This is an optimization exercise on Yosys and OpenROAD, whose aim is small area, a short achievable clock period and few clock cycles, not a production implementation.
Only simulation tests tie the RTL to the original design; equivalence was not proved.

lane 1:
==> flow/design.v (excerpt) <==
module gun(
    input rst_i,
    input clk_i,
    input [15:0] sw_i,
    output busy,
    output [14:0] leds
);
wire [7:0] a = sw_i[15:8];
wire [6:0] b = sw_i[6:0];
reg c1, c2;          
reg [14:0] r0;
reg [14:0] r1;       
wire [8:0] v;
wire [14:0] sum, car;
wire [6:0] ap = {r1[13], r0[14], r0[13], r0[12], r0[11], r0[10], r0[9]};
gun_st1 st1(.a(a), .b(b), .v(v));
gun_out out(.r0(r0), .c({r1[13], r1[12], r1[11], r1[10], r1[8], r1[1]}), .y(leds));
wire [8:0] v2 = r0[8:0];
wire xp1 = ap[0] & v2[0];
wire xp2 = ap[0] & v2[1];
wire xp3 = ap[0] & v2[2];
wire xp4 = ap[0] & v2[3];
wire xp5 = ap[0] & v2[4];
wire xp6 = ap[0] & v2[5];
wire xp7 = ap[0] & v2[6];
wire xp8 = ap[0] & v2[7];
wire xp9 = ap[0] & v2[8];
wire xp10 = ap[1] & v2[0];
wire xp11 = ap[1] & v2[1];
wire xp12 = ap[1] & v2[2];
wire xp13 = ap[1] & v2[3];
wire xp14 = ap[1] & v2[4];
wire xp15 = ap[1] & v2[5];
wire xp16 = ap[1] & v2[6];
wire xp17 = ap[1] & v2[7];
wire xp18 = ap[1] & v2[8];
wire xp19 = ap[2] & v2[0];
wire xp20 = ap[2] & v2[1];
wire xp21 = ap[2] & v2[2];
wire xp22 = ap[2] & v2[3];
wire xp23 = ap[2] & v2[4];
wire xp24 = ap[2] & v2[5];
wire xp25 = ap[2] & v2[6];
wire xp26 = ap[2] & v2[7];
wire xp27 = ap[2] & v2[8];
wire xp28 = ap[3] & v2[0];
wire xp29 = ap[3] & v2[1];
wire xp30 = ap[3] & v2[2];
wire xp31 = ap[3] & v2[3];
wire xp32 = ap[3] & v2[4];
wire xp33 = ap[3] & v2[5];
wire xp34 = ap[3] & v2[6];
wire xp35 = ap[3] & v2[7];
wire xp36 = ap[3] & v2[8];
wire xp37 = ap[4] & v2[0];
wire xp38 = ap[4] & v2[1];
wire xp39 = ap[4] & v2[2];
wire xp40 = ap[4] & v2[3];
wire xp41 = ap[4] & v2[4];
wire xp42 = ap[4] & v2[5];
wire xp43 = ap[4] & v2[6];
wire xp44 = ap[4] & v2[7];
wire xp45 = ap[4] & v2[8];
wire xp46 = ap[5] & v2[0];
wire xp47 = ap[5] & v2[1];
wire xp48 = ap[5] & v2[2];
  ...
clock: 4.0 ns
lec_check: 0
cap_margin: 20
core_margin: 2
core_utilization: 40
slew_margin: 20
synth_hierarchical: 1
synth_minimum_keep_size: 0
standard.sh (not shown) runs the stock make flow with config.mk's settings and CLKGATE_MAP_FILE= SYNTH_SCRIPT=/design/flow/synth_recipe.tcl, a recipe that flattens the netlist after the stock synthesis.
==> flow/flow/run.sh <==
#!/bin/bash
set -euo pipefail
cd "$(dirname "${BASH_SOURCE[0]}")/.."
bash standard.sh finish ADDER_MAP_FILE= "BUFFER_PORTS_ARGS=-buffer_cell sky130_fd_sc_hd__buf_2" > standard_flow.log 2>&1
Testbench counts of lane 1, summed over its fixed seeds: cycles 6,400.
diff inputs: lane 1 => lane 2
- SETUP_SLACK_MARGIN newly set to 0.5
- Number of filler instances in the final layout came out exactly the same in lane 1 and lane 2.
- Between lane 1 and lane 2, the difference in summed area of non-filler cells in the final layout is negligible.

---

== run 1 ==
gun, a different RTL version from the one above (not shown whole).
Size: roughly 470 cells after synthesis, roughly 39 flip-flops, ~34 I/O pins, ~0.0039 mm2 of cells after synthesis.
export LEC_CHECK = 0
export CAP_MARGIN = 20
export CORE_MARGIN = 2
export CORE_UTILIZATION = 40
export PLACE_DENSITY = 0.45
export SETUP_SLACK_MARGIN = 1.2
export SLEW_MARGIN = 20
export SYNTH_HIERARCHICAL = 1
export SYNTH_MINIMUM_KEEP_SIZE = 0
create_clock -name core_clock -period 4.0 [get_ports {clk_i}]
Scripts as last shown in full above: flow/flow/run.sh
Run 1: all stages complete, timing, DRC and antenna checks passed
Testbench counts of run 1, summed over its fixed seeds: cycles 6,400.
Input changes introduced in run 2 (baseline for comparison: run 1):
# run 1
export LEC_CHECK = 0
export CAP_MARGIN = 20
export CORE_MARGIN = 2
export CORE_UTILIZATION = 40
export PLACE_DENSITY = 0.45
export SETUP_SLACK_MARGIN = 1.2
export SLEW_MARGIN = 20
export SYNTH_HIERARCHICAL = 1
export SYNTH_MINIMUM_KEEP_SIZE = 0
create_clock -name core_clock -period 4.0 [get_ports {clk_i}]
# run 2
export LEC_CHECK = 0
export CAP_MARGIN = 0
export CORE_MARGIN = 2
export CORE_UTILIZATION = 40
export SETUP_SLACK_MARGIN = 1.2
export SLEW_MARGIN = 0
export SYNTH_HIERARCHICAL = 1
export SYNTH_MINIMUM_KEEP_SIZE = 0
create_clock -name core_clock -period 4.0 [get_ports {clk_i}]
[summary]
- Run 2 can be clocked faster than run 1.
- Final cell count: run 2 and run 1 compared, lower one is run 2
- First-pass iteration count of the detailed router: run 2 vs run 1 down 1
- On core utilization of the finished layout, the higher figure sits with run 1, not run 2.
- Run 2 completed every stage of the flow, and the final layout passed the timing, DRC and antenna checks.
Edits applied to the flow inputs when going from run 2 to run 3:
# run 2
export LEC_CHECK = 0
export CAP_MARGIN = 0
export CORE_MARGIN = 2
export CORE_UTILIZATION = 40
export SETUP_SLACK_MARGIN = 1.2
export SLEW_MARGIN = 0
export SYNTH_HIERARCHICAL = 1
export SYNTH_MINIMUM_KEEP_SIZE = 0
create_clock -name core_clock -period 4.0 [get_ports {clk_i}]
# run 3
export LEC_CHECK = 0
export CAP_MARGIN = 20
export CORE_MARGIN = 2
export CORE_UTILIZATION = 40
export SETUP_SLACK_MARGIN = 1.2
export SLEW_MARGIN = 20
export SYNTH_HIERARCHICAL = 1
export SYNTH_MINIMUM_KEEP_SIZE = 0
create_clock -name core_clock -period 4.0 [get_ports {clk_i}]
==> flow/flow/run.sh <==
#!/bin/bash
set -euo pipefail
cd "$(dirname "${BASH_SOURCE[0]}")/.."
bash standard.sh finish "BUFFER_PORTS_ARGS=-buffer_cell sky130_fd_sc_hd__buf_2" > standard_flow.log 2>&1
Going from run 2 to run 3, the synthesis-to-finish area growth was found to have gone up by 10 points. [diff] standard cell core area, run 3 relative to run 2: improvement. Re post-route standard cell area excluding fillers: run 2 and run 3 aren't equal, and the lower value belongs to run 2. ~same sequential share of layout area in run 2 and run 3. Wire length of the first global-routing pass | run 3 below run 2. Of the two values seen for cell with the largest stage delay on the worst path, sky130_fd_sc_hd__or4_1 was produced by run 2 and sky130_fd_sc_hd__fa_2 by run 3.

---

Another version of the RTL of gun (not shown whole).
Size in the first run: roughly 480 cells after synthesis, ~39 flip-flops, ~4100 um^2 of cells after synthesis.
clock: 4.0 ns
lec_check: 0
cap_margin: 20
core_margin: 2
core_utilization: 60
setup_slack_margin: 0.5
slew_margin: 20
synth_hierarchical: 1
synth_minimum_keep_size: 0
==> flow/flow/run.sh <==
#!/bin/bash
set -euo pipefail
cd "$(dirname "${BASH_SOURCE[0]}")/.."
bash standard.sh finish ADDER_MAP_FILE= "BUFFER_PORTS_ARGS=-buffer_cell sky130_fd_sc_hd__buf_2" > standard_flow.log 2>&1
Testbench counts at the start, summed over its fixed seeds: cycles 6,400.
Then changed:
- CORE_UTILIZATION: 60 -> 40
- SETUP_SLACK_MARGIN: 0.5 -> 1.2
The changed run finished clean.
Synthesized area is unchanged.
Worst hold slack degrades by 0.0049 ns.
Global-route usage drops by 7.1 points.
Routed wire length climbs by 5.9%.
Register-to-register slack improves by 0.37 ns.
Synthesized cell count is unchanged.
Then changed:
- TNS_END_PERCENT: default -> 10
The new run passed the timing, DRC and antenna checks.
Non-clock buffer count drops by 2.
Core utilization drops by 0.12 points.
Wire length drops slightly.
Cell area is about the same.
Clock skew is about the same.
Synthesized cell count does not change.
Maximum frequency drops slightly.
Die area is unchanged.
Then changed:
- SETUP_SLACK_MARGIN: 1.2 -> 2.0
- TNS_END_PERCENT: 10 -> default
Outcome: Wire length rises by 28%. Setup slack gets better by 0.020 ns. Area after synthesis stays the same. Via count grows by 13%. Utilization rises by 14 points.

---

Another version of the RTL of gun (not shown whole).
For scale: ~24 flip-flops, about 34 I/O pins, roughly 3800 um2 of cells after synthesis.
clock: 4.0 ns
lec_check: 0
cap_margin: 20
core_margin: 2
core_utilization: 40
slew_margin: 20
synth_hierarchical: 1
synth_minimum_keep_size: 0
==> flow/flow/run.sh <==
#!/bin/bash
set -euo pipefail
cd "$(dirname "${BASH_SOURCE[0]}")/.."
export ADDER_MAP_FILE=
bash standard.sh finish > standard_flow.log 2>&1
The first run produced a clean layout.
Testbench counts at the start, summed over its fixed seeds: cycles 6,400.
Next try:
SETUP_SLACK_MARGIN = 0.5   (was default)
Cell area grows by 1.4%.
Synthesized cell count does not change.
Count of clock-buffer cells in the layout is unchanged.
Setup slack improved by 0.17 ns.

---

gun with an RTL version that a note above also has.
Size in the first run: about 480 cells after synthesis, roughly 39 flip-flops, ~34 I/O pins.
clock: 4.0 ns
lec_check: 0
cap_margin: 20
core_margin: 2
core_utilization: 40
setup_slack_margin: 1.3
slew_margin: 20
synth_hierarchical: 1
synth_minimum_keep_size: 0
==> flow/flow/run.sh <==
#!/bin/bash
set -euo pipefail
cd "$(dirname "${BASH_SOURCE[0]}")/.."
bash standard.sh finish ADDER_MAP_FILE= "BUFFER_PORTS_ARGS=-buffer_cell sky130_fd_sc_hd__buf_2" > standard_flow.log 2>&1
Testbench counts at the start, summed over its fixed seeds: cycles 6,400.
Next try:
- SETUP_SLACK_MARGIN: 1.3 -> 0.5
Result: Clock-buffer cell count stays the same. Maximum frequency went down by 11%. Synthesized area is unchanged.

---

## wip/yarrow
gun again, from the RTL that the note above started with.
export LEC_CHECK = 0
export CAP_MARGIN = 20
export CORE_MARGIN = 2
export CORE_UTILIZATION = 40
export SETUP_SLACK_MARGIN = 1.2
export SLEW_MARGIN = 20
export SYNTH_HIERARCHICAL = 1
export SYNTH_MINIMUM_KEEP_SIZE = 0
create_clock -name core_clock -period 4.0 [get_ports {clk_i}]
==> flow/flow/run.sh <==
#!/bin/bash
set -euo pipefail
cd "$(dirname "${BASH_SOURCE[0]}")/.."
bash standard.sh finish ADDER_MAP_FILE= "BUFFER_PORTS_ARGS=-buffer_cell sky130_fd_sc_hd__buf_1" > standard_flow.log 2>&1
Testbench counts of wip/yarrow, summed over its fixed seeds: cycles 6,400.
Inputs modified between wip/yarrow and wip/cedar:
- a change of SETUP_SLACK_MARGIN from 1.2 to 1.5
==> flow/flow/run.sh <==
#!/bin/bash
set -euo pipefail
cd "$(dirname "${BASH_SOURCE[0]}")/.."
bash standard.sh finish ADDER_MAP_FILE= "BUFFER_PORTS_ARGS=-buffer_cell sky130_fd_sc_hd__buf_2" > standard_flow.log 2>&1
## What came out
Compared with wip/yarrow, wip/cedar shows a higher non-clock buffer count.
Looking only at fraction of area in multi-input gates, and setting everything else aside, the lower value of wip/cedar and wip/yarrow goes to wip/cedar.
Peak clock frequency supported by timing for wip/cedar is higher than for wip/yarrow.
As of wip/cedar, summed area of non-filler cells in the final layout had risen by more than 10% compared to wip/yarrow.
Modified inputs, wip/onyx compared to wip/cedar
- SETUP_SLACK_MARGIN: 1.5 -> 1.0
Routed wire in wip/onyx totals less than in wip/cedar.
Sort wip/cedar and wip/onyx by worst-case register-to-register setup slack, descending, and wip/cedar comes first.
For design area, dividing the value from wip/onyx by the value from wip/cedar gives 0.834.

---

Setup of fjord:
gun with an RTL version that a note above also has.
Size: roughly 470 cells after synthesis, roughly 34 I/O pins, roughly 0.0039 sq mm of cells after synthesis.
==> flow/config.mk <==
export PLATFORM = sky130hd
export DESIGN_NAME = gun
export DESIGN_NICKNAME = gun
export VERILOG_FILES = /design/flow/design.v
export SDC_FILE = /design/flow/constraint.sdc
export NUM_CORES = 4
export LEC_CHECK = 0
export CAP_MARGIN = 20
export CORE_MARGIN = 2
export CORE_UTILIZATION = 40
export SETUP_SLACK_MARGIN = 0.5
export SLEW_MARGIN = 20
export SYNTH_HIERARCHICAL = 1
export SYNTH_MINIMUM_KEEP_SIZE = 0
==> flow/constraint.sdc <==
create_clock -name core_clock -period 4.0 [get_ports {clk_i}]
set_input_delay 0.8000 -clock core_clock [delete_from_list [all_inputs] [get_ports {clk_i}]]
set_output_delay 0.8000 -clock core_clock [all_outputs]
set_load 0.01 [all_outputs]
==> flow/flow/run.sh <==
#!/bin/bash
set -euo pipefail
cd "$(dirname "${BASH_SOURCE[0]}")/.."
bash standard.sh finish ADDER_MAP_FILE= "BUFFER_PORTS_ARGS=-buffer_cell sky130_fd_sc_hd__buf_2" > standard_flow.log 2>&1
Testbench counts of fjord, summed over its fixed seeds: cycles 6,400.
diff inputs: fjord => raven
- a change of SETUP_SLACK_MARGIN from 0.5 to 1.1
Notes after the runs:
- From fjord to raven the numbers moved as follows: all-layer global routing usage comparable, global-route met2 utilization comparable.
- On raven: synthesis-to-finish area growth is 1.4 points higher than what fjord gave.
- Post-cts repair resize count in raven is 13 higher than in fjord
- raven ends up with lower arrival time at the worst endpoint than fjord does.
- In raven, the maximum fanout along the worst path came out 6 below the value in fjord.
- The register-to-register slack in raven sits 330 ps above the value recorded for fjord.

---

## run a
Another version of the RTL of gun (not shown whole).
For scale: about 34 I/O pins, about 4000 sq um of cells after synthesis.
// gun
module gun(
    input rst_i,
    input clk_i,
    input [15:0] sw_i,
    output busy,
    output [14:0] leds
);
==> flow/config.mk <==
export PLATFORM = sky130hd
export DESIGN_NAME = gun
export DESIGN_NICKNAME = gun
export VERILOG_FILES = /design/flow/design.v
export SDC_FILE = /design/flow/constraint.sdc
export NUM_CORES = 4
export LEC_CHECK = 0
export CAP_MARGIN = 20
export CORE_MARGIN = 2
export CORE_UTILIZATION = 40
export SLEW_MARGIN = 20
==> flow/constraint.sdc <==
create_clock -name core_clock -period 4.0 [get_ports {clk_i}]
set_input_delay 0.8000 -clock core_clock [delete_from_list [all_inputs] [get_ports {clk_i}]]
set_output_delay 0.8000 -clock core_clock [all_outputs]
set_load 0.01 [all_outputs]
run.sh (not shown) runs the stock make flow with config.mk's settings and CLKGATE_MAP_FILE= SYNTH_SCRIPT=/design/flow/synth_recipe.tcl, a recipe that flattens the netlist after the stock synthesis.
Stock flow here: none of the scripts above is used.
Per the final summary, run a finished and its layout is clean on timing, DRC and antenna.
Testbench counts of run a, summed over its fixed seeds: cycles 6,400.
Input changes introduced in run b (baseline for comparison: run a):
Settings: an added SETUP_SLACK_MARGIN of 1.0; an added ABC_CLOCK_PERIOD_IN_PS of 3000.
--- outcome ---
Row post-layout minimum cycle time: run b lower / run a higher
Compared with run a, in run b post-route cell area moved up; wire length reported by the detailed router moved up; final worst-path setup slack moved up.

---

## alpha
gun, a different RTL version from the one above (not shown whole).
Size in the first run: roughly 480 cells after synthesis, ~39 flip-flops, ~34 I/O pins.
Settings: LEC_CHECK=0, CAP_MARGIN=20, CORE_MARGIN=2, CORE_UTILIZATION=40, SETUP_SLACK_MARGIN=1.25, SLEW_MARGIN=20, SYNTH_HIERARCHICAL=1, SYNTH_MINIMUM_KEEP_SIZE=0; clock period 4.0 ns.
standard.sh (not shown) runs the stock make flow with config.mk's settings and CLKGATE_MAP_FILE= SYNTH_SCRIPT=/design/flow/synth_recipe.tcl, a recipe that flattens the netlist after the stock synthesis.
Scripts as last shown in full above: flow/flow/run.sh
Testbench counts of alpha, summed over its fixed seeds: cycles 6,400.
diff inputs: alpha => beta
# alpha
export LEC_CHECK = 0
export CAP_MARGIN = 20
export CORE_MARGIN = 2
export CORE_UTILIZATION = 40
export SETUP_SLACK_MARGIN = 1.25
export SLEW_MARGIN = 20
export SYNTH_HIERARCHICAL = 1
export SYNTH_MINIMUM_KEEP_SIZE = 0
create_clock -name core_clock -period 4.0 [get_ports {clk_i}]
# beta
export LEC_CHECK = 0
export CAP_MARGIN = 20
export CORE_MARGIN = 2
export CORE_UTILIZATION = 40
export PLACE_DENSITY = 0.75
export SETUP_SLACK_MARGIN = 1.2
export SLEW_MARGIN = 20
export SYNTH_HIERARCHICAL = 1
export SYNTH_MINIMUM_KEEP_SIZE = 0
create_clock -name core_clock -period 4.0 [get_ports {clk_i}]
Notes after the runs:
beta | status: complete | timing, DRC, antenna: pass
beta vs. alpha: minimum clock period after layout went up by 0.049 ns.
Lower critical path data arrival time was reported by alpha, not beta.
Side by side, via-per-instance ratio turned out higher in beta than in alpha.
Delta (beta minus alpha): total of cells resized after clock tree synthesis fell by 2, total routing usage reported by global routing stayed essentially flat.
alpha ended up with r1[2]$_DFFE_PP_ as its critical path launch point; beta ended up with r0[2]$_DFFE_PP_.
Input changes introduced in gamma (baseline for comparison: beta):
# beta
export LEC_CHECK = 0
export CAP_MARGIN = 20
export CORE_MARGIN = 2
export CORE_UTILIZATION = 40
export PLACE_DENSITY = 0.75
export SETUP_SLACK_MARGIN = 1.2
export SLEW_MARGIN = 20
export SYNTH_HIERARCHICAL = 1
export SYNTH_MINIMUM_KEEP_SIZE = 0
create_clock -name core_clock -period 4.0 [get_ports {clk_i}]
# gamma
export LEC_CHECK = 0
export CAP_MARGIN = 20
export CORE_MARGIN = 2
export CORE_UTILIZATION = 40
export SETUP_SLACK_MARGIN = 1.2
export SLEW_MARGIN = 20
export SYNTH_HIERARCHICAL = 1
export SYNTH_MINIMUM_KEEP_SIZE = 0
create_clock -name core_clock -period 4.0 [get_ports {clk_i}]
Results
- gamma finished every step from synthesis to the final layout, and the layout passed the timing, DRC and antenna checks.
- From beta to gamma the numbers moved as follows: async set-or-reset flop fraction in the synthesized netlist closely matched the old numbers; setup slack increased by 0.015 ns relative to the old numbers; layout overhead on the synthesized area decreased by 2.2 points relative to the old numbers; area of the die closely matched the old numbers.
- In the tables for gamma and beta, final instance area reads higher with beta.
- | core utilization of the finished layout | gamma vs beta | 0.90 points lower |
- First-iteration DRC count down 34% in gamma wrt beta

[separate check: timing with driven ports]
How much do the figures lean on ideal ports? The routed layouts below were timed once more, with nothing changed but the port constraints.
Step 1 (the two cells are an assumption about what drives the block):
set clk [get_ports {clk_i}]
set_driving_cell -lib_cell sky130_fd_sc_hd__clkbuf_16 $clk
set_driving_cell -lib_cell sky130_fd_sc_hd__buf_2 [delete_from_list [all_inputs] $clk]
Step 2, shift: input delay + t, output delay - t, t = (earliest + latest rising clock arrival at the registers) / 2. This alone moves slack from input paths to output paths.
Slacks: ideal / step 1 / step 2; pairs: ideal / step 1.
run | t, ns | setup slack, ns | worst slew at a driven data input, ns
lane 1 | 0.302 | 0.683 / 0.655 / 0.782 | 0.03
lane 2 | 0.302 | 0.683 / 0.655 / 0.782 | 0.03
run 1 | 0.336 | 1.288 / 1.288 / 1.288 | 0.03
run 2 | 0.329 | 1.317 / 1.317 / 1.300 | 0.03
run 3 | 0.322 | 0.919 / 0.919 / 0.919 | 0.04
the first run of note 3 | 0.321 | 0.909 / 0.909 / 0.909 | 0.03
the second run of note 3 | 0.325 | 1.283 / 1.255 / 1.260 | 0.03
the third run of note 3 | 0.324 | 1.239 / 1.239 / 1.239 | 0.03
the fourth run of note 3 | 0.335 | 1.259 / 1.224 / 1.314 | 0.06
the first run of note 4 | 0.296 | 0.485 / 0.454 / 0.537 | 0.03
the second run of note 4 | 0.298 | 0.652 / 0.619 / 0.538 | 0.03
the first run of note 5 | 0.331 | 1.316 / 1.279 / 1.243 | 0.03
the second run of note 5 | 0.328 | 0.995 / 0.995 / 0.995 | 0.03
wip/yarrow | 0.324 | 1.278 / 1.268 / 1.161 | 0.03
wip/cedar | 0.322 | 1.311 / 1.280 / 1.217 | 0.03
wip/onyx | 0.328 | 1.127 / 1.127 / 1.127 | 0.03
fjord | 0.331 | 0.846 / 0.846 / 0.846 | 0.03
raven | 0.332 | 1.176 / 1.176 / 1.176 | 0.03
run a | 0.316 | 0.212 / 0.217 / -0.098 | 0.03
run b | 0.310 | 0.787 / 0.787 / 0.516 | 0.04
alpha | 0.317 | 1.338 / 1.310 / 1.260 | 0.03
beta | 0.316 | 1.289 / 1.262 / 1.244 | 0.03
gamma | 0.315 | 1.304 / 1.277 / 1.259 | 0.03
Met with ideal ports but missed after step 2: setup timing in run a. For run a, which loses most, drivers alone change the setup slack by +0.005 ns; drivers and shift together by -0.310 ns.
